Optimization exercise on an open flow, not production practice. RTL: at most simulated, not proved equivalent. Function not checked: run 3. The clock port is an ideal driver here. Power: default activity.

[flow/run.sh]
#!/bin/bash
# synth_recipe.tcl (not shown) runs the flow's synth.tcl, then flattens the netlist and writes it again
# the make line also repeats each setting of config.mk as NAME=value (left out here)
make -C /OpenROAD-flow-scripts/flow DESIGN_CONFIG=/design/flow/config.mk WORK_HOME=/design/flow/orfs CLKGATE_MAP_FILE= SYNTH_SCRIPT=/design/flow/synth_recipe.tcl finish
[flow/config.mk]
export PLATFORM = sky130hd
export DESIGN_NAME = upcounter
export DESIGN_NICKNAME = upcounter
export VERILOG_FILES = /design/flow/design.v
export SDC_FILE = /design/flow/constraint.sdc
export NUM_CORES = 4
export LEC_CHECK = 0
export CAP_MARGIN = 20
export CORE_MARGIN = 2
export CORE_UTILIZATION = 40
export CTS_BUF_LIST = sky130_fd_sc_hd__clkbuf_8
export SLEW_MARGIN = 20
[flow/constraint.sdc]
create_clock -name core_clock -period 120.0 [get_ports {i_clk}]
set_input_delay 24.0000 -clock core_clock [delete_from_list [all_inputs] [get_ports {i_clk}]]
set_output_delay 24.0000 -clock core_clock [all_outputs]
set_load 0.01 [all_outputs]
[flow/design.v]
`timescale 1ns / 1ps
module clock_divider #(
    parameter HALF_PERIOD = 5_000
    )(
    input i_clk, i_reset,
    output o_clk,
    output o_tick   
    );
    localparam CW = (HALF_PERIOD > 2) ? $clog2(HALF_PERIOD) : 1;
    reg [CW-1:0] r_counter;
    reg r_clk;
    assign o_clk = r_clk;
    assign o_tick = (r_counter == HALF_PERIOD - 1) && !r_clk;
    always @(posedge i_clk or posedge i_reset) begin
        if(i_reset) begin
            r_clk <= 0;
            r_counter <= 0;
        end
        else begin
            if(r_counter == HALF_PERIOD - 1) begin
                r_counter <= 0;
                r_clk <= ~r_clk;
            end
            else begin
                r_counter <= r_counter + 1;
            end
        end
    end
endmodule
`timescale 1ns / 1ps
module clock_digit_divider #(
    parameter HALF_PERIOD = 5_000_000
    )(
    input i_clk, i_reset,
    output o_clk,
    output o_tick   
    );
    localparam CW = (HALF_PERIOD > 2) ? $clog2(HALF_PERIOD) : 1;
    reg [CW-1:0] r_counter;
    reg r_clk;
    assign o_clk = r_clk;
    assign o_tick = (r_counter == HALF_PERIOD - 1) && !r_clk;
    always @(posedge i_clk or posedge i_reset) begin
        if(i_reset) begin
            r_clk <= 0;
            r_counter <= 0;
        end
        else begin
            if(r_counter == HALF_PERIOD - 1) begin
                r_counter <= 0;
                r_clk <= ~r_clk;
            end
            else begin
                r_counter <= r_counter + 1;
            end
        end
    end
endmodule
`timescale 1ns / 1ps
module counter_fnd(
    input i_clk, i_reset,
    input i_en,
    output [1:0] o_counter
    );
    reg r_clk;
    reg [1:0] r_counter;
    assign o_counter = r_counter;
    always @(posedge i_clk or posedge i_reset) begin
        if(i_reset) begin
            r_counter <= 0;
            r_clk <= 0;
        end
        else if (i_en) begin
            r_counter <= r_counter + 1;
        end
    end
endmodule
`timescale 1ns / 1ps
module counter_data(
    input i_clk, i_reset,
    input i_en,
    output [31:0] o_counter
    );
    reg r_clk;
    reg [31:0] r_counter;
    assign o_counter = r_counter;
    always @(posedge i_clk or posedge i_reset) begin
        if (i_reset) begin
            r_clk <= 0;
            r_counter <= 0;
        end
        else if (i_en) begin
            if(r_counter == 10_000 - 1) begin
                r_counter <= 0;
                r_clk <= ~r_clk;
            end
            else begin
                r_counter <= r_counter + 1;
            end
        end
    end
endmodule
`timescale 1ns / 1ps
module decoder_2x4(
    input [1:0] i_digit,
    output [3:0] o_digit
    );
    reg [3:0] r_digit;
    assign o_digit = r_digit;
    always @(*) begin
        r_digit = 4'b1111;
        case(i_digit)
            2'b00 : r_digit = 4'b1110;
            2'b01 : r_digit = 4'b1101;
            2'b10 : r_digit = 4'b1011;
            2'b11 : r_digit = 4'b0111;
        endcase
    end
endmodule
`timescale 1ns / 1ps
module digit_divider(
    input [31:0] i_value,
    output [3:0] o_four, o_three, o_two, o_one
);
    assign o_four = i_value/1000%10;
    assign o_three = i_value/100%10;
    assign o_two = i_value/10%10;
    assign o_one = i_value%10;
endmodule
`timescale 1ns / 1ps
module mux_4x1(
    input [1:0] i_digit,
    input [3:0] i_four, i_three, i_two, i_one,
    output [3:0] o_value
    );
    reg [3:0] r_value;
    assign o_value = r_value;
    always @(*) begin
        case (i_digit)
            2'b00 : r_value = i_one;
            2'b01 : r_value = i_two;
            2'b10 : r_value = i_three;
            2'b11 : r_value = i_four;
        endcase
    end
endmodule
`timescale 1ns / 1ps
module BCDtoFND_decoder(
    input [3:0] i_value,
    input i_En,
    output [7:0] o_font
    );
    reg [7:0] r_font;
    assign o_font = r_font;
    always @(*) begin
        if (i_En) begin
            r_font = 8'hff;
        end
        else begin
            r_font = 8'hff;
            case (i_value)
                4'h0 : r_font = 8'hc0;
                4'h1 : r_font = 8'hf9;
                4'h2 : r_font = 8'ha4;
                4'h3 : r_font = 8'hb0;
                4'h4 : r_font = 8'h99;
                4'h5 : r_font = 8'h92;
                4'h6 : r_font = 8'h82;
                4'h7 : r_font = 8'hf8;
                4'h8 : r_font = 8'h80;
                4'h9 : r_font = 8'h90;
                4'ha : r_font = 8'h7f;
            endcase
        end
    end
endmodule
`timescale 1ns / 1ps
module upcounter #(
    parameter SCAN_HALF_PERIOD = 2,
    parameter COUNT_HALF_PERIOD = 16
    )(
    input i_clk, i_reset,
    output [7:0] o_font,
    output [3:0] o_digit
    );
    wire w_clk, w_digit_clk, w_tick, w_digit_tick;
    wire [1:0] w_cnt_digit;
    wire [31:0] w_value;
    wire [3:0] w_four, w_three, w_two, w_one, w_BCD;
    clock_divider #(.HALF_PERIOD(SCAN_HALF_PERIOD)) clk_div(
        .i_clk(i_clk),
        .i_reset(i_reset),
        .o_clk(w_clk),
        .o_tick(w_tick)
    );
    counter_fnd clk_fnd(
        .i_clk(i_clk),
        .i_en(w_tick),
        .i_reset(i_reset),
        .o_counter(w_cnt_digit)
    );
    decoder_2x4 decoder2x4(
        .i_digit(w_cnt_digit),
        .o_digit(o_digit)
    );
    clock_digit_divider #(.HALF_PERIOD(COUNT_HALF_PERIOD)) clk_digit_div(
        .i_clk(i_clk),
        .i_reset(i_reset),
        .o_clk(w_digit_clk),
        .o_tick(w_digit_tick)
    );
    counter_data cnt_data(
        .i_clk(i_clk),
        .i_en(w_digit_tick),
        .i_reset(i_reset),
        .o_counter(w_value)
    );
    digit_divider digit_data(
        .i_value(w_value),
        .o_four(w_four),
        .o_three(w_three),
        .o_two(w_two),
        .o_one(w_one)
    );
    mux_4x1 mux_1(
        .i_digit(w_cnt_digit),
        .i_four(w_four),
        .i_three(w_three),
        .i_two(w_two),
        .i_one(w_one),
        .o_value(w_BCD)
    );
    BCDtoFND_decoder BCD(
        .i_value(w_BCD),
        .i_En(i_reset),
        .o_font(o_font)
    );
endmodule
==> results.py, run 1 <==
metrics = {
    "die": {
        "die_y_um": 262,
        "core-area_um2": 65900,
        "die_w_um": 262,
        "die_area_um2": 68800,
        "ios": 14,
        "rows": 94,
        "start_util_pct": 40.5,
    },
    "final_layout": {
        "nets": 4005,
        "drive_gt1_share_pct": 7.30,
        "diodes": 0,
        "fin_area_um2": 27500,
        "utilization_pct": 41.8,
        "area_growth_pct": 3.15,
    },
    "critical_path": {
        "critPathLaunchType": "flip-flop",
        "critPathArrivalTime_ns": 80.55,
        "cp-end-kind": "primary output",
        "worstSetupPathType": "reg2out",
        "reg2reg_from": "cnt_data.r_counter[18]",
        "max_stage_delay_ns": 0.95,
        "worstPathRequired_ns": 96.00,
        "cpMostUsedCell": "ha_1",
        "slowest_stage": "o31ai_2",
        "crit_fanout": 43,
        "startpoint": "clk_fnd.r_counter[1]",
    },
    "clock_network": {
        "path_clk_slew_ns": 0.09,
        "clk_latency_ns": 0.30,
        "cts_root_buf": "clkbuf_8",
        "numCtsBuffers": 5,
        "cts.sinks": 41,
        "cts_setup_buffers": 0,
        "holdBufCountCts": 0,
        "cts_tree": "built",
        "cts-resized-gates": 0,
        "htreeDepth": 2,
        "clk_path_buf_depth": 2,
    },
    "grt": {
        "antenna_found_initial": 0,
        "track_usage_pct": 23.2,
        "grt_first_pass_wirelength_um": 138000,
        "grt_max_degree": 49,
        "grt-ovfl-total": 0,
        "grt_pass1_vias": 26568,
    },
    "synth": {
        "synth_top_cell_area_share_pct": 11.0,
        "syn-instance-count": 3861,
        "synthesis.area_um2": 26700,
        "synth_most_common_cell": "nor2_1",
        "synth_area_leaders": "ha_1 11%, xnor2_1 6.1%, a21oi_1 5.5%, nor2_1 5.4%, nand2_1 5.0%",
        "ys_seq_area_share_pct": 3.85,
        "postSynthAreaPerCell_um2": 6.91,
        "netlist_top_cells_count": "382 x nor2_1, 353 x nand2_1, 295 x a21oi_1, 241 x o21ai_0, 234 x ha_1",
        "synth_edf_count": 0,
        "syn-num-nets": 4097,
        "synth_cell_types": 151,
        "ys_warn_count": 7,
        "yosys.area.top_type": "ha_1",
        "synthArstFlopShare_pct": 100,
        "ys_ff_latch": 41,
        "synthFlopType": "dfrtp_1",
    },
    "run": {
        "maxCapViolations": 0,
    },
    "sta": {
        "finalCritPeriodShare_pct": 87.1,
        "finClkSkew_ns": 0.0106,
        "clock.fmax_ghz": 0.00956,
        "rsz0062_at_grt": "false",
        "fin_crit_ns": 104.55,
        "slew_violations": 0,
        "slew-limit-headroom_pct": 27.0,
        "tightest_slew_ns": 1.09,
        "setup_violations": 0,
        "hold_slack_ns": 0.471,
        "setup_tns_ns": 0,
        "hold_viol": 0,
    },
    "place": {
        "routabilityCongestion": 0.949,
        "port_buffers": 13,
        "hpwl_um": 67400,
        "dpl_cell_area_um2": 27400,
    },
    "pwr": {
        "power_density_nw_per_um2": 0.937,
        "p_total_uw": 25.8,
        "ir_worst_vdd_mv": 0.00696,
        "p_leak_uw": 0.0125,
    },
    "min_path": {
        "hold_start": "clk_div.r_counter",
        "min_path_type": "reg2reg",
    },
    "status": {
        "status": "finished clean",
    },
    "route": {
        "vias_per_cell": 6.27,
        "drc": 0,
        "vias": 29055,
        "drt_iter0_drc": 2361,
        "avgRoutedWirePerCell_um": 18.3,
        "first_pass_iters": 9,
        "routed_wl_um": 84800,
        "drtAntennaViolNets": 0,
    },
}
==> report_power, final <==
group	total, uW	switching, uW	internal, uW
clock	11.2	5.18	6.06
sequential	13.8	0	13.8
combinational	0.757	0.457	0.288
==> worst paths after layout <==
| kind | slack, ns | cells past startpoint | endpoint |
|---|---|---|---|
| min in group asynchronous | 24.11 | 2 | cnt_data.r_counter[0] |
| max reg2reg | 117.29 | 6 | cnt_data.r_counter[10] |
| min | 0.47 | 1 | clk_div.r_counter |
| min reg2reg | 0.47 | 1 | clk_div.r_counter |
| max in group asynchronous | 95.41 | 3 | cnt_data.r_counter[14] |
| max | 15.45 | 302 | o_font[4] |
==> metal layers <==
metal  wire length, um  track usage [%]  vias up
li1                  -                -    14477
met5                 0                0        -
met2             38300             38.3      878
met3              4180             1.41      121
met1             40700             33.2    13579
met4              1530             4.61        0
==> flip-flops by register name, summed over array words and instances, names as in the netlist <==
name / count
cnt_data.r_counter: 32
clk_div.r_clk: 1
clk_digit_div.r_clk: 1
clk_fnd.r_counter: 2
clk_div.r_counter: 1
clk_digit_div.r_counter: 4
==> worst max-delay path: cells and delay by family (launching register included) <==
kind,cells,cell delay (ns)
muxes,14,4.77
buffers and inverters,11,1.95
and+or+nand+nor,110,30.12
DFF,1,0.45
AOI/OAI and AO/OA,134,32.45
adders and majority gates,33,10.41
==> metrics by stage <==
| step | std cells | setup WS (ns) |
|---|---|---|
| finish | 4633 | 15.45 |
| global route | 4633 | 8.60 |
| CTS | 4632 | 16.45 |
| detailed placement | 4625 | 17.09 |
| global placement | 4624 | 18.67 |
| floorplan | 3861 | 29.77 |
==> final cells by class <==
cell class,instances,area [um^2]
flip-flops and latches,41,1030
fillers,6895,38300
clock buffers,5,68.8
multi-input cells,3544,24400
well taps,864,1080
clock inverters,2,35.0
repair buffers,45,380
inverters,132,498
==> placed cells by master (no fill, tap or decap), drive strengths merged, types with 29 or more instances in the layout <==
master,netlist,final
nor2,389,389
nand2,357,357
a21oi,302,302
o21ai,290,290
ha,234,234
xnor2,189,189
nor3,139,139
nand3,138,138
inv,129,128
xor2,91,91
mux2i,88,88
a21o,87,87
o21a,82,82
nand2b,76,76
nand4,72,72
and2,64,64
o211ai,57,57
or3,51,51
a31oi,51,51
nor4,50,50
and3,48,48
o31ai,48,48
mux2,47,47
a211oi,47,47
or2,43,43
dfrtp,41,41
nor2b,37,37
buf,53,32
a21boi,29,29
==> logic make-up (layout without fill, tap and decap cells) <==
family                   Yosys count  in the layout  share of synthesized area, %
AO/OA/AOI/OAI                   1306           1306                          34.2
adder cells (fa/ha/maj)          237            237                          11.1
XOR/XNOR                         280            280                          9.28
AND/OR/NAND/NOR                 1586           1586                          31.5
buffers and inverters            276            184                          4.63
multiplexers                     135            135                          5.44
flip-flops                        41             41                          3.85
==> inputs of run 2 (changes only) <==
==> flow/design.v (replaced) <==
`timescale 1ns / 1ps
module upcounter (
    input i_clk, i_reset,
    output [7:0] o_font,
    output [3:0] o_digit
    );
    reg [1:0] q;
    reg [1:0] s;
    reg h;
    reg [3:0] d0, d1, d2, d3;
    wire q_is1 = ~q[1] & q[0];
    wire q_is3 = q[1] & ~q[0];
    wire s_adv = q_is1;
    wire tick = q_is3 & (s == 2'd0) & h;
    wire c0 = tick;
    wire c1 = c0 & d0[3] & d0[0];
    wire c2 = c1 & d1[3] & d1[0];
    wire c3 = c2 & d2[3] & d2[0];
    function [3:0] inc10(input [3:0] x);
        inc10 = (x[3] & x[0]) ? 4'd0 : x + 4'd1;
    endfunction
    always @(posedge i_clk or posedge i_reset) begin
        if (i_reset) begin
            q <= 2'b00;
            s <= 2'd0;
            h <= 1'b0;
            d0 <= 4'd0; d1 <= 4'd0; d2 <= 4'd0; d3 <= 4'd0;
        end else begin
            q <= {q[0], ~q[1]};
            if (s_adv) begin
                s <= s + 2'd1;
                if (s == 2'd3) h <= ~h;
            end
            if (c0) d0 <= inc10(d0);
            if (c1) d1 <= inc10(d1);
            if (c2) d2 <= inc10(d2);
            if (c3) d3 <= inc10(d3);
        end
    end
    reg [3:0] sel;
    always @(*) begin
        case (s)
            2'd0: sel = d0;
            2'd1: sel = d1;
            2'd2: sel = d2;
            default: sel = d3;
        endcase
    end
    reg [6:0] seg;
    always @(*) begin
        case (sel)
            4'd0: seg = 7'h40;
            4'd1: seg = 7'h79;
            4'd2: seg = 7'h24;
            4'd3: seg = 7'h30;
            4'd4: seg = 7'h19;
            4'd5: seg = 7'h12;
            4'd6: seg = 7'h02;
            4'd7: seg = 7'h78;
            4'd8: seg = 7'h00;
            default: seg = 7'h10;
        endcase
    end
    assign o_font = {1'b1, seg[6], seg[5:0] | {6{i_reset}}};
    assign o_digit = ~(4'b0001 << s);
endmodule
==> run 2 against run 1 <==
Against the previous run:
- clock skew down 0.0084 ns
- still clean on timing, DRC and antenna
- fmax up 110%
- die area down 94%
- non-clock buffer count down 33
- area after synthesis down 95%
==> results.py, run 2 <==
metrics = {
    "pwr": {
        "switching_share_pct": 20.1,
        "p_int_uw": 9.51,
        "ir_worst_vdd_mv": 0.00378,
        "power_density_nw_per_um2": 7.73,
        "p_leak_uw": 0.000691,
        "p_clk_share_pct": 37.1,
        "power_frac_comb_pct": 3.5,
        "p_sw_uw": 2.40,
        "power_frac_seq_pct": 59.4,
    },
    "critical_path": {
        "critPathLaunchType": "primary input",
        "worstSetupPathType": "in2out",
        "critPathArrivalTime_ns": 25.83,
        "worstPathRequired_ns": 96.00,
        "crit_fanout": 26,
        "cp-end-kind": "primary output",
    },
    "final_layout": {
        "drive_gt1_share_pct": 6.04,
        "fin_area_um2": 1540,
        "diodes": 0,
        "area_growth_pct": 15.7,
        "layout_commonest_cell": "dfrtp_1",
        "layout_common_cells": "21 x dfrtp_1, 19 x inv_1, 17 x nand2_1",
        "nets": 165,
        "fillers": 307,
        "layout.cells.non_filler": 193,
    },
    "grt": {
        "grt_max_degree": 27,
        "grt_pass1_vias": 968,
        "grt_first_pass_wirelength_um": 4260,
        "track_usage_pct": 15.3,
        "grt-ovfl-total": 0,
        "antenna_found_initial": 0,
    },
    "synth": {
        "syn-instance-count": 135,
        "netlist_top_cells_count": "21 x dfrtp_1, 18 x inv_1, 17 x nand2_1, 13 x ha_1",
        "postSynthAreaPerCell_um2": 9.87,
        "ys_seq_area_share_pct": 39.4,
        "synth_edf_count": 0,
        "yosys.area.top_type": "dfrtp_1",
        "synth_area_leaders": "dfrtp_1 39%, ha_1 12%, mux2i_1 6.0%, inv_1 5.1%, nand2_1 4.8%",
        "synthFlopType": "dfrtp_1",
        "synthArstFlopShare_pct": 100,
        "synthesis.area_um2": 1330,
        "ys_ff_latch": 21,
        "synth_most_common_cell": "dfrtp_1",
        "ys_warn_count": 1,
        "synth_cell_types": 33,
        "syn-num-nets": 150,
        "synth_top_cell_area_share_pct": 39.4,
    },
    "clock_network": {
        "htreeDepth": 1,
        "cts-resized-gates": 0,
        "path_clk_slew_ns": 0.07,
        "holdBufCountCts": 0,
        "clk_path_buf_depth": 2,
        "clk_latency_ns": 0.25,
        "cts_tree": "built",
        "cts_root_buf": "clkbuf_8",
        "cts.sinks": 21,
        "numCtsBuffers": 3,
        "cts_setup_buffers": 0,
    },
    "sta": {
        "tightest_slew_ns": 0.861,
        "clock.fmax_ghz": 0.0201,
        "finClkSkew_ns": 0.00218,
        "slew_violations": 0,
        "slew-limit-headroom_pct": 42.5,
        "rsz0062_at_grt": "false",
        "hold_viol": 0,
        "setup_violations": 0,
        "fin_crit_ns": 49.83,
        "finalCritPeriodShare_pct": 41.5,
        "setup_tns_ns": 0,
    },
    "die": {
        "die_y_um": 61.7,
        "core-area_um2": 3100,
        "start_util_pct": 42.9,
        "die_w_um": 61.7,
        "ios": 14,
        "die_area_um2": 3810,
        "rows": 20,
    },
    "status": {
        "status": "finished clean",
    },
    "route": {
        "drc": 0,
        "drtAntennaViolNets": 0,
        "first_pass_iters": 4,
        "avgRoutedWirePerCell_um": 12.3,
        "vias": 970,
        "drt_iter0_drc": 47,
        "routed_wl_um": 2380,
        "vias_per_cell": 5.03,
    },
    "place": {
        "hpwl_um": 1880,
        "place_inst": 189,
        "port_buffers": 12,
        "routabilityCongestion": 0.809,
        "dpl_cell_area_um2": 1500,
    },
    "min_path": {
        "min_path_type": "reg2reg",
    },
    "run": {
        "maxCapViolations": 0,
    },
}
==> run 2: cell type report <==
| cell class | instances | area (um^2) | area share [%] |
|---|---|---|---|
| Multi-Input combinational cell | 94 | 728 | 47.2 |
| Inverter | 18 | 67.6 | 4.38 |
| Sequential cell | 21 | 526 | 34.1 |
| Tap cell | 44 | 55.1 | 3.57 |
| Clock inverter | 1 | 3.75 | 0.244 |
| Clock buffer | 3 | 41.3 | 2.68 |
| Timing Repair Buffer | 12 | 120 | 7.79 |
==> run 2: path summary, 6_finish.rpt <==
path                          from   endpoint  slack (ns)  depth (start not counted)
max                        i_reset  o_font[0]       70.17                          4
min                           q[0]       q[1]        0.42                          0
max reg2reg                   s[0]      d3[3]      117.90                          6
min reg2reg                   q[0]       q[1]        0.42                          0
max in group asynchronous  i_reset      d3[2]       95.18                          2
min in group asynchronous  i_reset      d1[2]       24.29                          2
==> run 2: critical path, cell delays in order <==
cell             delay [ns]
clkdlybuf4s50_1        0.44
inv_1                  0.65
o21ai_0                0.20
clkdlybuf4s50_1        0.53
==> run 2: logic make-up (layout without fill, tap and decap cells) <==
kind of cell | Yosys count | in the layout | share of synthesized area [%]
flops | 21 | 21 | 39.4
xor+xnor | 9 | 9 | 5.92
buf+inv | 20 | 34 | 5.92
mux | 11 | 11 | 9.39
fa+ha+maj | 13 | 13 | 12.2
simple gates | 42 | 42 | 17.9
other cells | 1 | 1 | 0.281
compound gates | 18 | 18 | 8.92
==> run 2: metrics by stage <==
step | setup WS [ns] | utilization [%] | hold WS (ns) | total power, uW
after global routing | 69.88 | 49.7 | 0.438 | 12.5
after global placement | 70.13 | 48.2 | 0.399 | 7.64
final | 70.17 | 49.7 | 0.424 | 11.9
after floorplan | 71.18 | - | 0.381 | 7.45
after CTS | 70.05 | 49.7 | 0.426 | 12.2
after detailed placement | 70.06 | 48.2 | 0.406 | 7.65
==> run 2: routing by layer <==
metal / global-route usage, % / routed length, um / share of wire [%]
met2: 23.2 / 1080 / 45
met5: 0 / 0 / 0
met4: 8.81 / 87 / 3.7
met1: 20.8 / 1110 / 46
met3: 2.48 / 108 / 4.5
==> run 2: power by group through the flow <==
stage / sequential (uW) / clock [uW] / combinational (uW)
after floorplan: 7.21 / 0 / 0.237
after global placement: 7.21 / 0 / 0.429
after detailed placement: 7.21 / 0 / 0.440
after CTS: 7.07 / 4.67 / 0.440
after global routing: 7.07 / 4.97 / 0.483
final: 7.07 / 4.43 / 0.416
==> inputs of run 3 (changes only) <==
--- a/flow/design.v
+++ b/flow/design.v
@@ -17,7 +17,10 @@
     wire c2 = c1 & d1[3] & d1[0];
     wire c3 = c2 & d2[3] & d2[0];
     function [3:0] inc10(input [3:0] x);
-        inc10 = (x[3] & x[0]) ? 4'd0 : x + 4'd1;
+        inc10 = {x[3] ^ (x[0] & (x[3] | (x[1] & x[2]))),
+                 x[2] ^ (x[0] & x[1]),
+                 x[1] ^ (x[0] & ~x[3]),
+                 ~x[0]};
     endfunction
     always @(posedge i_clk or posedge i_reset) begin
         if (i_reset) begin
@@ -28,8 +31,8 @@
         end else begin
             q <= {q[0], ~q[1]};
             if (s_adv) begin
-                s <= s + 2'd1;
-                if (s == 2'd3) h <= ~h;
+                s <= {s[1] ^ s[0], ~s[0]};
+                if (s[1] & s[0]) h <= ~h;
             end
             if (c0) d0 <= inc10(d0);
             if (c1) d1 <= inc10(d1);
==> flow/flow/run.sh (new file) <==
#!/bin/bash
# Own layout flow: the standard ORFS flow, with
#  - the standard synthesis passes and register names, but an area-oriented ABC script
#    and no half/full-adder extraction (my_synth.tcl, area.abc);
#  - minimum-size port buffers;
#  - a small clock tree.
# Each tool's full output goes to orfs/logs (ORFS) and to flow_*.log here.
set -euo pipefail
W=$(pwd)
F=$W/flow
bash standard.sh \
  ADDER_MAP_FILE= \
  SYNTH_SCRIPT=$F/my_synth.tcl \
  MY_ABC_SCRIPT=$F/area.abc \
  "BUFFER_PORTS_ARGS=-buffer_cell sky130_fd_sc_hd__buf_1" \
  "CTS_ARGS=-sink_clustering_enable -repair_clock_nets -buf_list sky130_fd_sc_hd__clkbuf_4 -root_buf sky130_fd_sc_hd__clkbuf_4 -sink_clustering_size 30 -sink_clustering_max_diameter 300 -dont_use_dummy_load" \
  finish > $W/flow_make.log 2>&1
==> flow/flow/area.abc (new file) <==
strash
&get -n
&deepsyn -T 30
&put
dch -f
map -a
topo
==> flow/flow/my_synth.tcl (new file) <==
proc synth {args} { yosys synth -nofsm -noshare {*}$args }
proc abc {args} {
  set i [lsearch -exact $args -script]
  if { $i >= 0 } { lset args [expr { $i + 1 }] $::env(MY_ABC_SCRIPT) }
  set j [lsearch -exact $args -D]
  if { $j >= 0 } { set args [lreplace $args $j [expr { $j + 1 }]] }
  yosys abc {*}$args
}
source $::env(SCRIPTS_DIR)/synth.tcl
# left out here: clear keep_hierarchy, flatten, clean up, hide names made inside functions, write 1_2_yosys.v
==> flow/standard.sh (new file) <==
#!/bin/bash
# synth_recipe.tcl (not shown) runs the flow's synth.tcl, then flattens the netlist and writes it again
# the make line also repeats each setting of config.mk as NAME=value (left out here)
make -C /OpenROAD-flow-scripts/flow DESIGN_CONFIG=/design/flow/config.mk WORK_HOME=/design/flow/orfs CLKGATE_MAP_FILE= SYNTH_SCRIPT=/design/flow/synth_recipe.tcl "${@:-finish}"
--- a/flow/config.mk
+++ b/flow/config.mk
@@ -8,5 +8,4 @@
 export CAP_MARGIN = 20
 export CORE_MARGIN = 2
 export CORE_UTILIZATION = 40
-export CTS_BUF_LIST = sky130_fd_sc_hd__clkbuf_8
 export SLEW_MARGIN = 20
removed: flow/run.sh
==> run 3 against run 2 <==
Against the previous run:
- final area fell by 27%
- sequential cell count did not move
- clock skew rose by 0.014 ns
- routed wire length fell by 23%
- critical path type unchanged
- still clean on timing, DRC and antenna
- area after synthesis fell by 23%
- synthesized cell count fell by 7.4%
- clock power fell by 29%
- largest cell class is now sequential cells
- register-to-register slack got worse by 0.43 ns
- largest power group unchanged
- critical path depth rose by 1
- clock-buffer cell count did not move
- setup slack improved by 0.43 ns
- sequential share of layout area rose by 13 points
==> results.py, run 3 <==
metrics = {
    "status": {
        "status": "finished clean",
    },
    "route": {
        "vias": 818,
        "routed_wl_um": 1840,
        "avgRoutedWirePerCell_um": 10.9,
        "first_pass_iters": 3,
        "drtAntennaViolNets": 0,
        "drc": 0,
        "drt_iter0_drc": 9,
        "vias_per_cell": 4.84,
    },
    "die": {
        "die_w_um": 54.5,
        "die_y_um": 54.5,
        "start_util_pct": 41.6,
        "rows": 18,
        "ios": 14,
        "die_area_um2": 2970,
        "core-area_um2": 2450,
    },
    "clock_network": {
        "clk_latency_ns": 0.30,
        "numCtsBuffers": 3,
        "cts.sinks": 21,
        "cts-resized-gates": 0,
        "cts_setup_buffers": 0,
        "clk_path_buf_depth": 2,
        "cts_root_buf": "clkbuf_4",
        "cts_tree": "built",
        "holdBufCountCts": 0,
        "path_clk_slew_ns": 0.12,
        "htreeDepth": 1,
    },
    "sta": {
        "setup_violations": 0,
        "tightest_slew_ns": 0.891,
        "hold_viol": 0,
        "finalCritPeriodShare_pct": 41.2,
        "rsz0062_at_grt": "false",
        "fin_crit_ns": 49.40,
        "clock.fmax_ghz": 0.0202,
        "slew_violations": 0,
        "setup_tns_ns": 0,
        "finClkSkew_ns": 0.0161,
        "slew-limit-headroom_pct": 40.3,
    },
    "final_layout": {
        "drive_gt1_share_pct": 2.88,
        "area_growth_pct": 9.56,
        "layout_common_cells": "26 x nor2_1, 21 x dfrtp_1, 20 x clkinv_1",
        "nets": 143,
        "diodes": 0,
        "layout_commonest_cell": "nor2_1",
        "fillers": 260,
    },
    "synth": {
        "netlist_top_cells_count": "26 x nor2_1, 21 x dfrtp_1, 20 x clkinv_1, 17 x nand2_1, 8 x nand3_1",
        "ys_ff_latch": 21,
        "syn-instance-count": 125,
        "ys_seq_area_share_pct": 51.5,
        "synth_most_common_cell": "nor2_1",
        "synthArstFlopShare_pct": 100,
        "ys_warn_count": 1,
        "yosys.area.top_type": "dfrtp_1",
        "syn-num-nets": 127,
        "postSynthAreaPerCell_um2": 8.17,
        "synthFlopType": "dfrtp_1",
        "synthesis.area_um2": 1020,
        "synth_area_leaders": "dfrtp_1 51%, nor2_1 9.6%, clkinv_1 7.4%, nand2_1 6.3%, xor2_1 5.1%",
        "synth_top_cell_area_share_pct": 51.5,
        "synth_edf_count": 0,
        "synth_cell_types": 18,
    },
    "min_path": {
        "hold_start": "q[0]",
        "hold_path_end": "q[1]",
        "min_path_type": "reg2reg",
        "hold_depth": 0,
    },
    "grt": {
        "antenna_found_initial": 0,
        "grt_max_degree": 28,
        "track_usage_pct": 15.1,
        "grt-ovfl-total": 0,
        "grt_pass1_vias": 739,
        "grt_first_pass_wirelength_um": 3160,
    },
    "critical_path": {
        "worstPathCellList": "buf_1 > clkinv_1 > nand4_1 > o31ai_1 > buf_1",
        "worstSetupPathType": "in2out",
        "crit_fanout": 27,
        "critPathArrivalTime_ns": 25.40,
        "regToRegEndpoint": "d3[3]",
        "cp-end-kind": "primary output",
        "worstPathRequired_ns": 96.00,
        "reg2reg_slack_ns": 117.47,
        "cpMostUsedCell": "buf_1",
        "slowest_stage": "clkinv_1",
        "reg2reg_from": "s[1]",
        "max_stage_delay_ns": 0.69,
        "reg2regPathDepth": 16,
        "critPathLaunchType": "primary input",
    },
    "place": {
        "port_buffers": 12,
        "routabilityCongestion": 0.817,
        "hpwl_um": 1440,
    },
    "pwr": {
        "p_leak_uw": 0.000520,
        "p_total_uw": 10.5,
        "power_density_nw_per_um2": 9.41,
        "ir_worst_vdd_mv": 0.00745,
    },
    "run": {
        "maxCapViolations": 0,
    },
}
[run 3: cell count changes after synthesis, sizes merged, moves of 5 or more]
cell,before,now
inv,18,0
ha,13,0
mux2i,9,0
nand3,3,8
clkinv,0,20
nor2,8,26
o21ai,8,2
[run 3: per-stage QoR]
| stage | util, % | std cells | hold WS (ns) | setup slack (ns) | instance area (um^2) |
|---|---|---|---|---|---|
| 6_report | 45.6 | 169 | 0.448 | 70.60 | 1120 |
| 5_1_grt | 45.6 | 169 | 0.462 | 70.33 | 1120 |
| 4_1_cts | 45.6 | 169 | 0.444 | 70.53 | 1120 |
| 3_5_place_dp | 44.6 | 166 | 0.416 | 70.52 | 1100 |
| 3_3_place_gp | 44.6 | 166 | 0.410 | 70.57 | 1100 |
| 2_1_floorplan | - | 125 | 0.395 | 70.91 | 1020 |
[run 3: power breakdown]
group | internal [uW] | leakage (uW) | switching [uW] | total, uW
sequential | 7.07 | 0.000279 | 0 | 7.07
clock | 1.17 | 0.0000138 | 1.97 | 3.14
combinational | 0.0610 | 0.000227 | 0.253 | 0.315
total | 8.30 | 0.000520 | 2.22 | 10.5
[run 3: kinds of logic after synthesis]
group | count (synthesis) | synth area share (%)
and+or+nand+nor | 58 | 23.7
other | 1 | 0.367
AOI/OAI and AO/OA | 14 | 7.84
buffers and inverters | 21 | 8.09
DFF | 21 | 51.5
xor gates and xnor gates | 10 | 8.58
[run 3: how the worst max path moves through the flow]
stage               startpoint   endpoint  cells past startpoint
finish                 i_reset  o_font[1]                      5
detailed placement     i_reset  o_font[1]                      5
global route           i_reset  o_font[1]                      5
floorplan              i_reset  o_font[1]                      3
global placement       i_reset  o_font[1]                      5
CTS                    i_reset  o_font[1]                      5
[run 3: metal layers]
metal  share of wire, %  global-route usage [%]
met2                 47                    24.1
met3                3.7                    3.28
met4               0.98                    5.00
met1                 48                    20.4
met5                  0                       0
[run 3: worst max-delay path: cells and delay by family]
family | cells | cell delay (ns)
and+or+nand+nor | 1 | 0.38
AOI/OAI and AO/OA | 1 | 0.09
buffers and inverters | 3 | 0.92
[run 3: cell type report]
| class | count | area [um^2] | area share (%) |
|---|---|---|---|
| Inverter | 20 | 75.1 | 6.71 |
| Tap cell | 30 | 37.5 | 3.36 |
| Sequential cell | 21 | 526 | 47.0 |
| Timing Repair Buffer | 12 | 45.0 | 4.03 |
| Multi-Input combinational cell | 83 | 413 | 36.9 |
| Clock buffer | 3 | 22.5 | 2.01 |
==> inputs of run 4 (changes only) <==
==> flow/design.v (replaced) <==
`timescale 1ns / 1ps
module upcounter (
    input i_clk, i_reset,
    output [7:0] o_font,
    output [3:0] o_digit
    );
    reg [1:0] q;
    reg [1:0] s;
    reg h;
    reg [15:0] r;
    wire q_is1 = ~q[1] & q[0];           
    wire q_is3 = q[1] & ~q[0];           
    wire upd = q_is3 & h;                
    wire [3:0] a = {r[1], r[2], r[3], r[4]};
    wire ea = upd & (s == 2'd0);         
    wire [3:0] b = {r[13], r[14], r[15], r[0]};
    wire a9 = a[3] & a[0];
    wire z8 = ~|r[8:1];                  
    wire z12 = z8 & ~|r[12:9];           
    wire eb = upd & ((s == 2'd0) & a9 | (s == 2'd1) & z8 | (s == 2'd2) & z12);
    function [3:0] inc10(input [3:0] x, input e);
        inc10 = {x[3] ^ (e & x[0] & (x[3] | (x[1] & x[2]))),
                 x[2] ^ (e & x[0] & x[1]),
                 x[1] ^ (e & x[0] & ~x[3]),
                 x[0] ^ e};
    endfunction
    wire [3:0] na = inc10(a, ea);
    wire [3:0] nb = inc10(b, eb);
    always @(posedge i_clk or posedge i_reset) begin
        if (i_reset) begin
            q <= 2'b00;
            s <= 2'd0;
            h <= 1'b0;
            r <= 16'd0;
        end else begin
            q <= {q[0], ~q[1]};
            if (q_is1) begin
                s <= {s[1] ^ s[0], ~s[0]};
                if (s[1] & s[0]) h <= ~h;
            end
            r <= {nb[2], nb[3], r[12:5], na[0], na[1], na[2], na[3], nb[0], nb[1]};
        end
    end
    reg [3:0] sel;
    always @(*) begin
        case (q)    
            2'b00: sel = {r[2], r[3], r[4], r[5]};    
            2'b01: sel = {r[3], r[4], r[5], r[6]};    
            2'b11: sel = {r[0], r[1], r[2], r[3]};    
            default: sel = {r[1], r[2], r[3], r[4]};  
        endcase
    end
    reg [6:0] seg;
    always @(*) begin
        case (sel)
            4'd0: seg = 7'h40;
            4'd1: seg = 7'h79;
            4'd2: seg = 7'h24;
            4'd3: seg = 7'h30;
            4'd4: seg = 7'h19;
            4'd5: seg = 7'h12;
            4'd6: seg = 7'h02;
            4'd7: seg = 7'h78;
            4'd8: seg = 7'h00;
            default: seg = 7'h10;
        endcase
    end
    assign o_font = {1'b1, seg[6], seg[5:0] | {6{i_reset}}};
    assign o_digit = ~(4'b0001 << s);
endmodule
--- a/flow/flow/run.sh
+++ b/flow/flow/run.sh
@@ -14,4 +14,5 @@
   MY_ABC_SCRIPT=$F/area.abc \
   "BUFFER_PORTS_ARGS=-buffer_cell sky130_fd_sc_hd__buf_1" \
   "CTS_ARGS=-sink_clustering_enable -repair_clock_nets -buf_list sky130_fd_sc_hd__clkbuf_4 -root_buf sky130_fd_sc_hd__clkbuf_4 -sink_clustering_size 30 -sink_clustering_max_diameter 300 -dont_use_dummy_load" \
+  POST_CTS_TCL=$F/post_cts.tcl \
   finish > $W/flow_make.log 2>&1
==> flow/flow/area.abc (replaced) <==
strash
&get -n
&deepsyn -T 30
&put
dch -f
amap
topo
==> flow/flow/post_cts.tcl (new file) <==
# After CTS: drop a root clock buffer that only drives other clock buffers, and let the
# clock port drive those buffers (at most 3 pins) directly. The leaf buffers stay balanced.
set block [ord::get_db_block]
set clknet [$block findNet i_clk]
set roots {}
foreach it [$clknet getITerms] {
  set inst [$it getInst]
  if { [string match "sky130_fd_sc_hd__clkbuf*" [[$inst getMaster] getName]] } {
    lappend roots $inst
  }
}
if { [llength $roots] == 1 } {
  set inst [lindex $roots 0]
  set onet [[$inst findITerm X] getNet]
  set loads {}
  set all_bufs 1
  foreach lt [$onet getITerms] {
    set li [$lt getInst]
    if { $li == $inst } { continue }
    if { ![string match "sky130_fd_sc_hd__clkbuf*" [[$li getMaster] getName]] } { set all_bufs 0 }
    lappend loads $lt
  }
  if { $all_bufs && [llength $loads] >= 1 && [llength $loads] <= 3 } {
    puts "post_cts: removing root clock buffer [$inst getName], port drives [llength $loads] buffers"
    foreach lt $loads {
      $lt disconnect
      $lt connect $clknet
    }
    [$inst findITerm A] disconnect
    [$inst findITerm X] disconnect
    odb::dbInst_destroy $inst
    odb::dbNet_destroy $onet
  }
}
==> run 4 against run 3 <==
Against the previous run:
- highest routed layer unchanged
- final area decreased by 7.4%
- area after synthesis down 7.1%
- critical path type unchanged
- combinational power up 6%
- routed wire length fell by 8.0%
==> results.py, run 4 <==
metrics = {
    "final_layout": {
        "largest_reg_flops": 16,
        "regMostFlops": "r",
        "top_regs": "r (16), q (2), s (2)",
        "layout_common_cells": "21 x clkinv_1, 21 x dfrtp_1, 13 x nor2_1",
        "layout.cells.non_filler": 144,
        "drive_gt1_share_pct": 1.72,
        "diodes": 0,
        "area_growth_pct": 9.23,
        "fillers": 228,
        "nets": 120,
    },
    "synth": {
        "synthFlopType": "dfrtp_1",
        "synth_area_leaders": "dfrtp_1 55%, clkinv_1 8.3%, nor2_1 5.1%, nand2_1 4.0%, o221ai_1 3.7%",
        "netlist_top_cells_count": "21 x clkinv_1, 21 x dfrtp_1, 13 x nor2_1, 10 x nand2_1, 5 x a21oi_1",
        "synthesis.area_um2": 948,
        "yosys.area.top_type": "dfrtp_1",
        "ys_warn_count": 1,
        "postSynthAreaPerCell_um2": 9.21,
        "syn-num-nets": 105,
        "syn-instance-count": 103,
        "synth_edf_count": 0,
        "synthArstFlopShare_pct": 100,
        "ys_seq_area_share_pct": 55.4,
        "ys_ff_latch": 21,
        "synth_cell_types": 25,
        "synth_top_cell_area_share_pct": 55.4,
    },
    "route": {
        "drt_iter0_drc": 9,
        "first_pass_iters": 4,
        "drc": 0,
        "vias_per_cell": 5.35,
        "routed_wl_um": 1700,
        "avgRoutedWirePerCell_um": 11.8,
        "drtAntennaViolNets": 0,
        "vias": 770,
    },
    "die": {
        "die_area_um2": 2780,
        "start_util_pct": 42.5,
        "die_y_um": 52.7,
        "die_w_um": 52.7,
        "core-area_um2": 2230,
        "rows": 17,
        "ios": 14,
    },
    "sta": {
        "fin_crit_ns": 49.56,
        "tightest_slew_ns": 0.824,
        "finalCritPeriodShare_pct": 41.3,
        "finClkSkew_ns": 0.00891,
        "slew-limit-headroom_pct": 44.7,
        "clock.fmax_ghz": 0.0202,
        "hold_viol": 0,
        "postLayoutSetupSlackWorst_ns": 70.44,
        "setup_violations": 0,
        "setup_tns_ns": 0,
        "rsz0062_at_grt": "false",
        "slew_violations": 0,
    },
    "grt": {
        "met3_usage_pct": 3.43,
        "grtUsageMet1_pct": 20.5,
        "grt_max_degree": 26,
        "grt_pass1_vias": 671,
        "top_usage_layer": "met2",
        "grt-ovfl-total": 0,
        "grt_first_pass_wirelength_um": 2930,
        "track_usage_pct": 14.3,
        "antenna_found_initial": 0,
        "met2_usage_pct": 21.3,
    },
    "place": {
        "port_buffers": 12,
        "place_inst": 142,
        "hpwl_um": 1280,
        "place_ws_ns": 70.38,
        "routabilityCongestion": 0.851,
    },
    "critical_path": {
        "critPathArrivalTime_ns": 25.56,
        "cp-end-kind": "primary output",
        "worstPathRequired_ns": 96.00,
        "crit_fanout": 25,
        "reg2reg_slack_ns": 117.70,
        "crit_path_end": "o_font[1]",
        "startpoint": "i_reset",
        "reg2regPathDepth": 7,
        "reg2reg_from": "h",
        "critPathLaunchType": "primary input",
        "regToRegEndpoint": "r[14]",
        "worstSetupPathType": "in2out",
    },
    "clock_network": {
        "cts.sinks": 21,
        "path_clk_slew_ns": 0.10,
        "clk_latency_ns": 0.17,
    },
    "run": {
        "maxCapViolations": 0,
    },
    "pwr": {
        "p_leak_uw": 0.000433,
        "ir_worst_vdd_mv": 0.00833,
        "power_density_nw_per_um2": 9.57,
    },
    "min_path": {
        "min_path_type": "reg2reg",
    },
    "status": {
        "status": "finished clean",
    },
}
-- run 4: changes by cell type in the layout (fill, tap and decap cells not counted), moves of 3 or more --
cell,previous run,this run
xor2_1,6,0
xnor2_1,4,0
nor2_1,26,13
nand2_1,17,10
nor3_1,4,1
nand3_1,8,2
o221ai_1,0,4
o21a_1,0,3
-- run 4: where the power goes --
part	internal [uW]	leakage [uW]	total [uW]	switching (uW)
combinational	0.0806	0.000143	0.334	0.253
sequential	7.07	0.000280	7.07	0
clock	0.801	0.00000920	2.51	1.70
total	7.95	0.000433	9.91	1.96
-- run 4: kinds of logic after synthesis --
logic type,after synthesis,share of synthesized area (%)
buffers and inverters,22,9.10
AOI/OAI and AO/OA,29,21.5
other,1,0.395
and+or+nand+nor,30,13.6
DFF,21,55.4
-- run 4: worst min-delay path by stage --
stage / slack (ns) / from / end / cells past startpoint
global placement: 0.35 / r[7] / r[8] / 0
global route: 0.41 / r[11] / r[12] / 0
detailed placement: 0.36 / r[8] / r[9] / 0
finish: 0.39 / r[9] / r[10] / 0
floorplan: 0.35 / r[7] / r[8] / 0
-- run 4: area by class of cell --
class,count,area [um^2],area share [%]
Sequential cell,21,526,50.7
Tap cell,28,35.0,3.38
Inverter,21,78.8,7.61
Multi-Input combinational cell,60,337,32.5
Clock buffer,2,15.0,1.45
Timing Repair Buffer,12,45.0,4.35
-- run 4: per-stage QoR --
stage               power, uW  hold slack [ns]  instance area (um^2)  util, %
global placement         7.55            0.350                  1020     45.7
finish                   9.91            0.386                  1040     46.4
floorplan                7.48            0.346                   948        -
detailed placement       7.56            0.360                  1020     45.7
global route             10.4            0.407                  1040     46.4
-- run 4: critical path, stage by stage --
cell and delay, ns:
buf_1 0.07, clkinv_1 0.64, o31ai_1 0.30, a31o_1 0.15
o21bai_1 0.14, o31ai_1 0.09, buf_1 0.16
-- run 4: layer usage --
layer	vias to the layer above	wire length [um]	part of all wire (%)
li1	378	-	-
met1	367	809	48
met2	23	784	46
met3	2	88	5.2
met4	0	14	0.82
met5	-	0	0
==> inputs of run 5 (changes only) <==
==> flow/flow/area.abc (replaced) <==
strash
&get -n
&deepsyn -T 30
&put
&get -n
&dch -f
&nf -a -R 1000
&put
topo
--- a/flow/config.mk
+++ b/flow/config.mk
@@ -6,6 +6,6 @@
 export NUM_CORES = 4
 export LEC_CHECK = 0
 export CAP_MARGIN = 20
-export CORE_MARGIN = 2
-export CORE_UTILIZATION = 40
+export CORE_AREA = 2.5 2.5 61.5 61.5
+export DIE_AREA = 0 0 64 64
 export SLEW_MARGIN = 20
==> run 5 against run 4 <==
Against the previous run:
- total power shrank 0.38%
- synthesized cell count decreased by 6.8%
- fmax increased by 0.57%
- core utilization shrank 15 points
- sequential share of layout area fell by 0.67 points
- combinational power decreased by 2%
- worst hold slack got worse by 0.011 ns
- register-to-register slack better by 0.30 ns
- clock-buffer cell count did not move
- clock skew is 0.0025 ns higher
==> results.py, run 5 <==
metrics = {
    "status": {
        "status": "finished clean",
    },
    "critical_path": {
        "critPathLaunchType": "primary input",
        "crit_fanout": 24,
        "worstSetupPathType": "in2out",
        "worstPathRequired_ns": 96.00,
        "reg2regPathDepth": 9,
        "critPathArrivalTime_ns": 25.28,
        "cp-end-kind": "primary output",
    },
    "place": {
        "routabilityCongestion": 0.776,
        "hpwl_um": 1390,
        "dpl_cell_area_um2": 1030,
        "place_inst": 153,
        "port_buffers": 12,
    },
    "die": {
        "core-area_um2": 3340,
        "die_w_um": 64,
        "start_util_pct": 28.2,
        "rows": 21,
        "die_y_um": 64,
        "ios": 14,
        "die_area_um2": 4100,
    },
    "route": {
        "routed_wl_um": 1820,
        "drt_iter0_drc": 23,
        "vias_per_cell": 4.63,
        "first_pass_iters": 5,
        "drtAntennaViolNets": 0,
        "top_layer": "met4",
        "met1_length_um": 862,
        "dr_wl_met3_um": 90,
        "met2WireLength_um": 838,
        "drc": 0,
        "vias": 718,
        "avgRoutedWirePerCell_um": 11.8,
    },
    "synth": {
        "syn-instance-count": 96,
        "synth_most_common_cell": "dfrtp_1",
        "synth_top_cell_area_share_pct": 55.9,
        "syn-num-nets": 98,
        "netlist_top_cells_count": "21 x dfrtp_1, 18 x nand2_1, 7 x clkinv_1, 7 x nor2_1, 6 x nand3_1",
        "synthArstFlopShare_pct": 100,
        "synth_cell_types": 26,
        "synthesis.area_um2": 940,
        "ys_warn_count": 1,
        "postSynthAreaPerCell_um2": 9.79,
        "ys_ff_latch": 21,
        "synthFlopType": "dfrtp_1",
        "ys_seq_area_share_pct": 55.9,
        "yosys.area.top_type": "dfrtp_1",
        "synth_edf_count": 0,
        "synth_area_leaders": "dfrtp_1 56%, nand2_1 7.2%, xnor2_1 3.7%, nand3_1 3.2%, clkinv_1 2.8%",
    },
    "sta": {
        "setup_violations": 0,
        "slew-limit-headroom_pct": 45.7,
        "finalCritPeriodShare_pct": 41.1,
        "slew_violations": 0,
        "clock.fmax_ghz": 0.0203,
        "tightest_slew_ns": 0.810,
        "setup_tns_ns": 0,
        "rsz0062_at_grt": "false",
        "finClkSkew_ns": 0.0115,
        "fin_crit_ns": 49.28,
        "hold_viol": 0,
    },
    "pwr": {
        "p_clk_share_pct": 25.1,
        "switching_share_pct": 19.6,
        "power_frac_seq_pct": 71.6,
        "p_leak_uw": 0.000477,
        "p_sw_uw": 1.94,
        "power_density_nw_per_um2": 9.41,
        "p_int_uw": 7.94,
        "ir_worst_vdd_mv": 0.00334,
        "power_frac_comb_pct": 3.3,
    },
    "grt": {
        "grt-ovfl-total": 0,
        "grt_pass1_vias": 667,
        "antenna_found_initial": 0,
        "grt_first_pass_wirelength_um": 3000,
        "track_usage_pct": 9.35,
        "grt_max_degree": 25,
    },
    "final_layout": {
        "layout_commonest_cell": "dfrtp_1",
        "area_growth_pct": 11.7,
        "layout_common_cells": "21 x dfrtp_1, 18 x nand2_1, 12 x buf_1",
        "layout.cells.non_filler": 155,
        "drive_gt1_share_pct": 2.75,
        "fin_area_um2": 1050,
        "top_regs": "r (16), q (2), s (2)",
        "nets": 113,
        "largest_reg_flops": 16,
        "diodes": 0,
        "utilization_pct": 31.5,
        "regMostFlops": "r",
    },
    "clock_network": {
        "clk_latency_ns": 0.17,
        "path_clk_slew_ns": 0.11,
        "cts.sinks": 21,
    },
    "min_path": {
        "hold_depth": 0,
        "min_path_type": "reg2reg",
    },
    "run": {
        "maxCapViolations": 0,
    },
}
## run 5: cell families after synthesis
| group | synth area share (%) |
|---|---|
| compound gates | 9.06 |
| xor+xnor | 6.52 |
| buf+inv | 3.60 |
| flops | 55.9 |
| mux | 2.40 |
| other cells | 0.399 |
| simple gates | 22.1 |
## run 5: critical path, stage by stage
cell and delay [ns]:
buf_1 0.12, clkinv_1 0.65, o211ai_1 0.31, buf_1 0.18
## run 5: path summary, 6_finish.rpt
| path | startpoint | end | slack, ns |
|---|---|---|---|
| setup / recovery | i_reset | o_font[4] | 70.72 |
| hold / removal | r[7] | r[8] | 0.38 |
| setup reg to reg | q[1] | r[14] | 118.00 |
| hold reg to reg | r[7] | r[8] | 0.38 |
| max in group asynchronous | i_reset | r[1] | 95.72 |
| min in group asynchronous | i_reset | q[0] | 23.88 |
## run 5: through the flow
stage	power (uW)	setup slack [ns]	hold WS (ns)
after floorplan	7.46	71.15	0.346
after global placement	7.53	70.76	0.358
after detailed placement	7.56	70.63	0.366
after global routing	10.4	70.48	0.373
final	9.88	70.72	0.376
## run 5: area by class of cell
| class | count | area [um^2] |
|---|---|---|
| fillers | 364 | 2290 |
| inverters | 7 | 26.3 |
| flip-flops and latches | 21 | 526 |
| clock buffers | 2 | 15.0 |
| multi-input cells | 67 | 380 |
| well taps | 46 | 57.6 |
| repair buffers | 12 | 45.0 |
## run 5: layer usage
layer  vias to the layer above  global-route usage, %
met5                         -                      0
met4                         0                   4.08
met3                         3                   1.58
met2                        23                   15.6
met1                       340                   11.8
li1                        352                      -
## run 5: power groups by stage
stage | sequential (uW) | combinational [uW] | clock (uW)
after floorplan | 7.21 | 0.246 | 0
final | 7.07 | 0.328 | 2.47
after global placement | 7.21 | 0.322 | 0
after detailed placement | 7.21 | 0.344 | 0
after global routing | 7.08 | 0.381 | 2.95
==> inputs of run 6 (changes only) <==
--- a/flow/config.mk
+++ b/flow/config.mk
@@ -8,4 +8,5 @@
 export CAP_MARGIN = 20
 export CORE_AREA = 2.5 2.5 61.5 61.5
 export DIE_AREA = 0 0 64 64
+export PLACE_DENSITY = 0.9
 export SLEW_MARGIN = 20
==> run 6 against run 5 <==
Against the previous run:
- non-clock buffer count unchanged
- total power is essentially flat
- global-route usage fell by 0.64 points
- combinational power is 5% lower
- clock-buffer cell count unchanged
- final cell count shrank 3.9%
- critical path depth is the same
- clock skew fell by 0.0083 ns
- worst hold slack better by 0.0082 ns
- core utilization is 0.075 points lower
- sequential cell count unchanged
- largest cell class unchanged
==> results.py, run 6 <==
metrics = {
    "final_layout": {
        "regMostFlops": "r",
        "layout_commonest_cell": "dfrtp_1",
        "largest_reg_flops": 16,
        "area_growth_pct": 11.7,
        "top_regs": "r (16), q (2), s (2)",
        "drive_gt1_share_pct": 3.88,
        "fillers": 357,
        "nets": 107,
        "diodes": 0,
        "layout_common_cells": "21 x dfrtp_1, 12 x buf_1, 11 x nand2_1",
    },
    "pwr": {
        "p_sw_uw": 1.94,
        "power_density_nw_per_um2": 9.43,
        "p_total_uw": 9.87,
        "power_frac_comb_pct": 3.2,
        "power_frac_seq_pct": 71.6,
        "p_int_uw": 7.94,
        "switching_share_pct": 19.6,
        "ir_worst_vdd_mv": 0.00679,
        "p_leak_uw": 0.000451,
        "p_clk_share_pct": 25.2,
    },
    "die": {
        "die_w_um": 64,
        "core-area_um2": 3340,
        "die_area_um2": 4100,
        "start_util_pct": 28.1,
        "rows": 21,
        "die_y_um": 64,
        "ios": 14,
    },
    "grt": {
        "track_usage_pct": 8.71,
        "grt_pass1_vias": 610,
        "grt-ovfl-total": 0,
        "grt_first_pass_wirelength_um": 2800,
        "antenna_found_initial": 0,
        "grt_max_degree": 24,
    },
    "synth": {
        "netlist_top_cells_count": "21 x dfrtp_1, 11 x nand2_1, 8 x nor2_1",
        "synthesis.area_um2": 937,
        "synth_most_common_cell": "dfrtp_1",
        "synth_edf_count": 0,
        "synth_top_cell_area_share_pct": 56.1,
        "ys_seq_area_share_pct": 56.1,
        "postSynthAreaPerCell_um2": 10.4,
        "synthArstFlopShare_pct": 100,
        "ys_warn_count": 1,
        "yosys.area.top_type": "dfrtp_1",
        "synth_area_leaders": "dfrtp_1 56%, mux4_2 4.8%, xnor2_1 4.7%, nand2_1 4.4%, nor2_1 3.2%",
        "syn-instance-count": 90,
        "synthFlopType": "dfrtp_1",
        "ys_ff_latch": 21,
        "synth_cell_types": 24,
        "syn-num-nets": 92,
    },
    "place": {
        "hpwl_um": 1180,
        "routabilityCongestion": 0.832,
        "port_buffers": 12,
    },
    "sta": {
        "finClkSkew_ns": 0.00316,
        "setup_tns_ns": 0,
        "fin_crit_ns": 49.17,
        "finalCritPeriodShare_pct": 41.0,
        "clock.fmax_ghz": 0.0203,
        "setup_violations": 0,
        "hold_viol": 0,
        "slew_violations": 0,
        "tightest_slew_ns": 0.752,
        "rsz0062_at_grt": "false",
        "slew-limit-headroom_pct": 49.6,
    },
    "critical_path": {
        "critPathArrivalTime_ns": 25.17,
        "reg2regPathDepth": 7,
        "regToRegEndpoint": "r[0]",
        "reg2reg_slack_ns": 117.95,
        "cp-end-kind": "primary output",
        "critPathLaunchType": "primary input",
        "crit_fanout": 23,
        "reg2reg_from": "q[1]",
        "worstPathRequired_ns": 96.00,
        "worstSetupPathType": "in2out",
    },
    "route": {
        "drt_iter0_drc": 12,
        "routed_wl_um": 1550,
        "avgRoutedWirePerCell_um": 10.4,
        "drc": 0,
        "drtAntennaViolNets": 0,
        "vias_per_cell": 4.58,
        "first_pass_iters": 4,
        "vias": 683,
    },
    "run": {
        "maxCapViolations": 0,
    },
    "min_path": {
        "hold_path_end": "r[11]",
        "hold_start": "r[10]",
        "min_path_type": "reg2reg",
        "hold_depth": 0,
    },
    "status": {
        "status": "finished clean",
    },
    "clock_network": {
        "clk_latency_ns": 0.16,
        "cts.sinks": 21,
        "path_clk_slew_ns": 0.10,
    },
}
run 6: layout make-up:
type                    count  area, um^2  share of cell area, %
inverters                   4        15.0                   1.43
well taps                  46        57.6                   5.50
multi-input cells          64         389                   37.2
repair buffers             12        45.0                   4.30
flip-flops and latches     21         526                   50.2
clock buffers               2        15.0                   1.43
run 6: worst max path at each step:
stage,startpoint,endpoint,slack [ns]
3_3_place_gp,i_reset,o_font[2],70.80
6_report,i_reset,o_font[1],70.83
3_5_place_dp,i_reset,o_font[1],70.74
5_1_grt,i_reset,o_font[2],70.51
2_1_floorplan,i_reset,o_font[1],71.12
run 6: routing by layer:
metal / global-route usage [%] / up-vias / wire (um)
met5: 0 / - / 0
met4: 1.63 / 0 / 11
met3: 2.64 / 2 / 118
met2: 13.0 / 21 / 666
met1: 12.5 / 321 / 756
li1: - / 339 / -
run 6: critical path, cell delays in order:
cell      delay [ns]
buf_1           0.12
clkinv_1        0.61
o21ai_0         0.26
buf_1           0.18
run 6: power groups by stage:
stage / registers (uW) / logic (uW) / clock network, uW
3_3_place_gp: 7.21 / 0.318 / 0
2_1_floorplan: 7.21 / 0.243 / 0
5_1_grt: 7.08 / 0.379 / 2.92
3_5_place_dp: 7.21 / 0.330 / 0
6_report: 7.07 / 0.312 / 2.49
run 6: kinds of logic after synthesis:
family | count (synthesis) | synth area share, %
AND/OR/NAND/NOR | 39 | 20.6
flip-flops | 21 | 56.1
AO/OA/AOI/OAI | 16 | 10.1
XOR/XNOR | 6 | 5.61
buffers and inverters | 5 | 2.40
multiplexers | 2 | 4.81
other | 1 | 0.400
run 6: stage by stage:
stage	std cells	worst slack (ns)	util (%)	hold WS, ns	cell area (um^2)
2_1_floorplan	90	71.12	-	0.346	937
3_3_place_gp	147	70.80	30.9	0.361	1030
3_5_place_dp	147	70.74	30.9	0.356	1030
5_1_grt	149	70.51	31.4	0.395	1050
6_report	149	70.83	31.4	0.384	1050
==> inputs of run 7 (changes only) <==
==> flow/design.v (replaced) <==
`timescale 1ns / 1ps
module upcounter (
    input i_clk, i_reset,
    output [7:0] o_font,
    output [3:0] o_digit
    );
    reg [1:0] q;
    reg [1:0] s;
    reg h;
    reg [15:0] r;
    wire q_is1 = ~q[1] & q[0];           
    wire q_is3 = q[1] & ~q[0];           
    wire upd = q_is3 & h;                
    wire [3:0] a = {r[1], r[2], r[3], r[4]};
    wire ea = upd & (s == 2'd0);         
    wire [3:0] b = {r[13], r[14], r[15], r[0]};
    wire a9 = (a[1] & ~a[3]);                      
    wire z8 = ~|r[8:1];                  
    wire z12 = z8 & ~|r[12:9];           
    wire eb = upd & ((s == 2'd0) & a9 | (s == 2'd1) & z8 | (s == 2'd2) & z12);
    wire [3:0] na, nb;
    assign na[0] = (a[0] & ~a[1]) | (a[0] & ~ea) | (a[2] & a[3] & ea);
    assign na[1] = (a[1] & a[3]) | (a[1] & ~ea) | (a[0] & a[3] & ea);
    assign na[2] = (~a[0] & a[2]) | (a[2] & ~ea) | (~a[0] & a[3] & ea);
    assign na[3] = (~a[2] & a[3]) | (a[3] & ~ea) | (~a[2] & ea);
    assign nb[0] = (b[0] & ~b[1]) | (b[0] & ~eb) | (b[2] & b[3] & eb);
    assign nb[1] = (b[1] & b[3]) | (b[1] & ~eb) | (b[0] & b[3] & eb);
    assign nb[2] = (~b[0] & b[2]) | (b[2] & ~eb) | (~b[0] & b[3] & eb);
    assign nb[3] = (~b[2] & b[3]) | (b[3] & ~eb) | (~b[2] & eb);
    always @(posedge i_clk or posedge i_reset) begin
        if (i_reset) begin
            q <= 2'b00;
            s <= 2'd0;
            h <= 1'b0;
            r <= 16'd0;
        end else begin
            q <= {q[0], ~q[1]};
            if (q_is1) begin
                s <= {s[1] ^ s[0], ~s[0]};
                if (s[1] & s[0]) h <= ~h;
            end
            r <= {nb[2], nb[3], r[12:5], na[0], na[1], na[2], na[3], nb[0], nb[1]};
        end
    end
    reg [3:0] sel;
    always @(*) begin
        case (q)    
            2'b00: sel = {r[2], r[3], r[4], r[5]};    
            2'b01: sel = {r[3], r[4], r[5], r[6]};    
            2'b11: sel = {r[0], r[1], r[2], r[3]};    
            default: sel = {r[1], r[2], r[3], r[4]};  
        endcase
    end
    wire [6:0] seg;
    assign seg[0] = (i_reset) | (sel[0] & ~sel[2] & ~sel[3]) | (~sel[0] & ~sel[1] & ~sel[2] & sel[3]);
    assign seg[1] = (sel[0] & sel[3]) | (i_reset);
    assign seg[2] = (i_reset) | (~sel[0] & ~sel[1] & sel[2]);
    assign seg[3] = (~sel[0] & ~sel[2] & sel[3]) | (i_reset) | (sel[0] & ~sel[2] & ~sel[3]);
    assign seg[4] = (sel[0] & ~sel[1]) | (~sel[0] & ~sel[2] & sel[3]) | (i_reset) | (sel[0] & sel[2]);
    assign seg[5] = (~sel[1] & sel[2]) | (~sel[0] & ~sel[2] & sel[3]) | (i_reset);
    assign seg[6] = (~sel[0] & ~sel[2]);
    assign o_font = {1'b1, seg};
    assign o_digit = ~(4'b0001 << s);
endmodule
==> flow/flow/run.sh (replaced) <==
#!/bin/bash
# Own layout flow: the standard ORFS flow, with
#  - the standard synthesis passes and register names, but an area-oriented ABC script
#    and no half/full-adder extraction (my_synth.tcl keeps the smallest of abc*.abc);
#  - minimum-size port buffers;
#  - a small clock tree: clkbuf_4 leaves driven straight from the clock port (post_cts.tcl).
# Each tool's full output goes to orfs/logs (ORFS) and to flow_*.log here.
set -euo pipefail
W=$(pwd)
F=$W/flow
bash standard.sh \
  ADDER_MAP_FILE= \
  SYNTH_SCRIPT=$F/my_synth.tcl \
  "MY_ABC_SCRIPTS=$F/abc1.abc $F/abc2.abc $F/abc3.abc" \
  "BUFFER_PORTS_ARGS=-buffer_cell sky130_fd_sc_hd__buf_1" \
  "CTS_ARGS=-sink_clustering_enable -repair_clock_nets -buf_list sky130_fd_sc_hd__clkbuf_4 -root_buf sky130_fd_sc_hd__clkbuf_4 -sink_clustering_size 30 -sink_clustering_max_diameter 300 -dont_use_dummy_load" \
  POST_CTS_TCL=$F/post_cts.tcl \
  finish > $W/flow_make.log 2>&1
==> flow/flow/abc1.abc (new file) <==
strash
dch -f
amap
topo
==> flow/flow/abc2.abc (new file) <==
strash
&get -n
&deepsyn -I 4 -J 200
&put
dch -f
amap
topo
==> flow/flow/abc3.abc (new file) <==
strash
&get -n
&deepsyn -I 4 -J 200
&put
&get -n
&dch -f
&nf -a -R 1000
&put
topo
==> flow/flow/my_synth.tcl (replaced) <==
proc synth {args} { yosys synth -nofsm -noshare {*}$args }
proc abc {args} {
  set j [lsearch -exact $args -D]
  if { $j >= 0 } { set args [lreplace $args $j [expr { $j + 1 }]] }
  set lib [lindex $args [expr { [lsearch -exact $args -liberty] + 1 }]]
  set i [lsearch -exact $args -script]
  design -save my_pre_abc
  set best_area 1e18
  set best_script ""
  foreach script $::env(MY_ABC_SCRIPTS) {
    design -load my_pre_abc
    lset args [expr { $i + 1 }] $script
    yosys abc {*}$args
    yosys opt_clean
    set st [yosys tee -q -s result.string stat -liberty $lib]
    if { ![regexp {Chip area for module[^:]*:\s*([0-9.]+)} $st -> area] } { set area 1e17 }
    puts "my_synth: ABC script $script gives area $area"
    if { $area < $best_area } {
      set best_area $area
      set best_script $script
      design -save my_best_abc
    }
  }
  design -load my_best_abc
  puts "my_synth: kept ABC script $best_script, area $best_area"
}
source $::env(SCRIPTS_DIR)/synth.tcl
# left out here: clear keep_hierarchy, flatten, clean up, hide names made inside functions, write 1_2_yosys.v
removed: flow/flow/area.abc
==> run 7 against run 6 <==
Against the previous run:
- area after synthesis fell by 3.2%
- final cell count grew 9.4%
- still clean
- critical endpoint is now o_font[4]
- via count is 7.3% higher
- worst hold slack improved by 0.0033 ns
- register-to-register slack got worse by 0.39 ns
- clock skew increased by 0.0093 ns
- synthesized cell count grew 16%
- sequential cell count unchanged
==> results.py, run 7 <==
metrics = {
    "status": {
        "status": "finished clean",
    },
    "run": {
        "maxCapViolations": 0,
    },
    "sta": {
        "slew-limit-headroom_pct": 44.3,
        "fin_crit_ns": 49.28,
        "hold_viol": 0,
        "clock.fmax_ghz": 0.0203,
        "tightest_slew_ns": 0.830,
        "setup_violations": 0,
        "slew_violations": 0,
        "postLayoutSetupSlackWorst_ns": 70.72,
        "rsz0062_at_grt": "false",
        "finalCritPeriodShare_pct": 41.1,
        "setup_tns_ns": 0,
        "finClkSkew_ns": 0.0124,
    },
    "synth": {
        "syn-instance-count": 104,
        "synth_area_leaders": "dfrtp_1 58%, nor2_1 8.3%, nand2_1 6.6%, clkinv_1 6.2%, o22ai_1 4.8%",
        "synthesis.area_um2": 907,
        "netlist_top_cells_count": "21 x dfrtp_1, 20 x nor2_1, 16 x nand2_1, 15 x clkinv_1, 7 x o22ai_1",
        "synth_edf_count": 0,
        "synthArstFlopShare_pct": 100,
        "synthFlopType": "dfrtp_1",
        "postSynthAreaPerCell_um2": 8.72,
        "synth_top_cell_area_share_pct": 57.9,
        "ys_warn_count": 1,
        "syn-num-nets": 106,
        "yosys.area.top_type": "dfrtp_1",
        "synth_most_common_cell": "dfrtp_1",
        "synth_cell_types": 18,
        "ys_seq_area_share_pct": 57.9,
        "ys_ff_latch": 21,
    },
    "final_layout": {
        "multiInputGateArea_um2": 318,
        "top_regs": "r (16), q (2), s (2)",
        "fin_area_um2": 1020,
        "largest_reg_flops": 16,
        "nets": 121,
        "area_growth_pct": 12.1,
        "layout.cells.non_filler": 163,
        "regMostFlops": "r",
        "regArea_um2": 526,
        "layout_common_cells": "21 x dfrtp_1, 20 x nor2_1, 16 x nand2_1",
        "drive_gt1_share_pct": 1.71,
        "diodes": 0,
        "layout_commonest_cell": "dfrtp_1",
        "fillers": 374,
    },
    "critical_path": {
        "crit_fanout": 26,
        "critPathLaunchType": "primary input",
        "reg2regPathDepth": 7,
        "reg2reg_slack_ns": 117.56,
        "worstPathRequired_ns": 96.00,
        "critPathArrivalTime_ns": 25.28,
        "cp-end-kind": "primary output",
        "reg2reg_from": "r[10]",
        "regToRegEndpoint": "r[0]",
        "worstSetupPathType": "in2out",
    },
    "die": {
        "die_area_um2": 4100,
        "core-area_um2": 3340,
        "die_w_um": 64,
        "ios": 14,
        "die_y_um": 64,
        "start_util_pct": 27.2,
        "rows": 21,
    },
    "grt": {
        "grt-ovfl-total": 0,
        "grt_max_degree": 27,
        "track_usage_pct": 9.01,
        "grt_first_pass_wirelength_um": 2880,
        "grt_pass1_vias": 652,
        "antenna_found_initial": 0,
    },
    "route": {
        "vias": 733,
        "vias_per_cell": 4.50,
        "drc": 0,
        "routed_wl_um": 1710,
        "avgRoutedWirePerCell_um": 10.5,
        "drtAntennaViolNets": 0,
        "first_pass_iters": 4,
        "drt_iter0_drc": 27,
    },
    "min_path": {
        "hold_start": "r[12]",
        "hold_path_end": "r[13]",
        "min_path_type": "reg2reg",
        "hold_depth": 0,
    },
    "place": {
        "dpl_cell_area_um2": 1000,
        "routabilityCongestion": 0.814,
        "hpwl_um": 1340,
        "place_ws_ns": 70.63,
        "port_buffers": 12,
        "place_inst": 161,
    },
    "clock_network": {
        "clk_latency_ns": 0.17,
        "path_clk_slew_ns": 0.10,
        "cts.sinks": 21,
    },
    "pwr": {
        "p_leak_uw": 0.000434,
        "power_density_nw_per_um2": 9.72,
        "ir_worst_vdd_mv": 0.00238,
    },
}
## run 7: metal layers
metal  vias up  share of wire (%)  GRT usage, %  wire, um
met4         0                1.2          2.45        21
met5         -                  0             0         0
li1        380                  -             -         -
met1       339                 50          11.7       859
met3         3                3.3          2.64        57
met2        11                 45          14.6       769
## run 7: worst max path at each step
stage | startpoint | to | slack [ns]
global route | i_reset | o_font[4] | 70.48
detailed placement | i_reset | o_font[2] | 70.63
global placement | i_reset | o_font[4] | 70.72
floorplan | i_reset | o_font[4] | 71.09
finish | i_reset | o_font[4] | 70.72
## run 7: layout make-up
cell class | instances | area share (%)
well taps | 46 | 5.66
flip-flops and latches | 21 | 51.7
clock buffers | 2 | 1.48
multi-input cells | 67 | 31.2
repair buffers | 12 | 4.43
inverters | 15 | 5.54
## run 7: through the flow
step           hold slack, ns  power [uW]  utilization, %
2_1_floorplan           0.346        7.45               -
6_report                0.387        9.89            30.5
5_1_grt                 0.398        10.3            30.5
3_3_place_gp            0.353        7.52            30.0
3_5_place_dp            0.353        7.54            30.0
## run 7: cell families after synthesis
family / after synthesis / synth area share [%]
compound gates: 23 / 15.0
buf+inv: 16 / 7.03
other cells: 1 / 0.413
flops: 21 / 57.9
simple gates: 43 / 19.6
## run 7: critical path, stage by stage
cell and delay [ns]:
buf_1 0.10, clkinv_1 0.66, o211ai_1 0.34, buf_1 0.18
## run 7: power by group
group / leakage [uW] / internal, uW / switching [uW]
sequential: 0.000275 / 7.07 / 0
combinational: 0.000150 / 0.0617 / 0.248
clock: 0.00000920 / 0.801 / 1.70
total: 0.000434 / 7.94 / 1.95

Setup slack of run 7, layout unchanged: 70.718 ns with ideal ports, 70.694 ns with driving cells assumed (clock clkbuf_16, inputs buf_2), 70.694 ns with port delays also shifted by the 0.190 ns mid clock arrival.
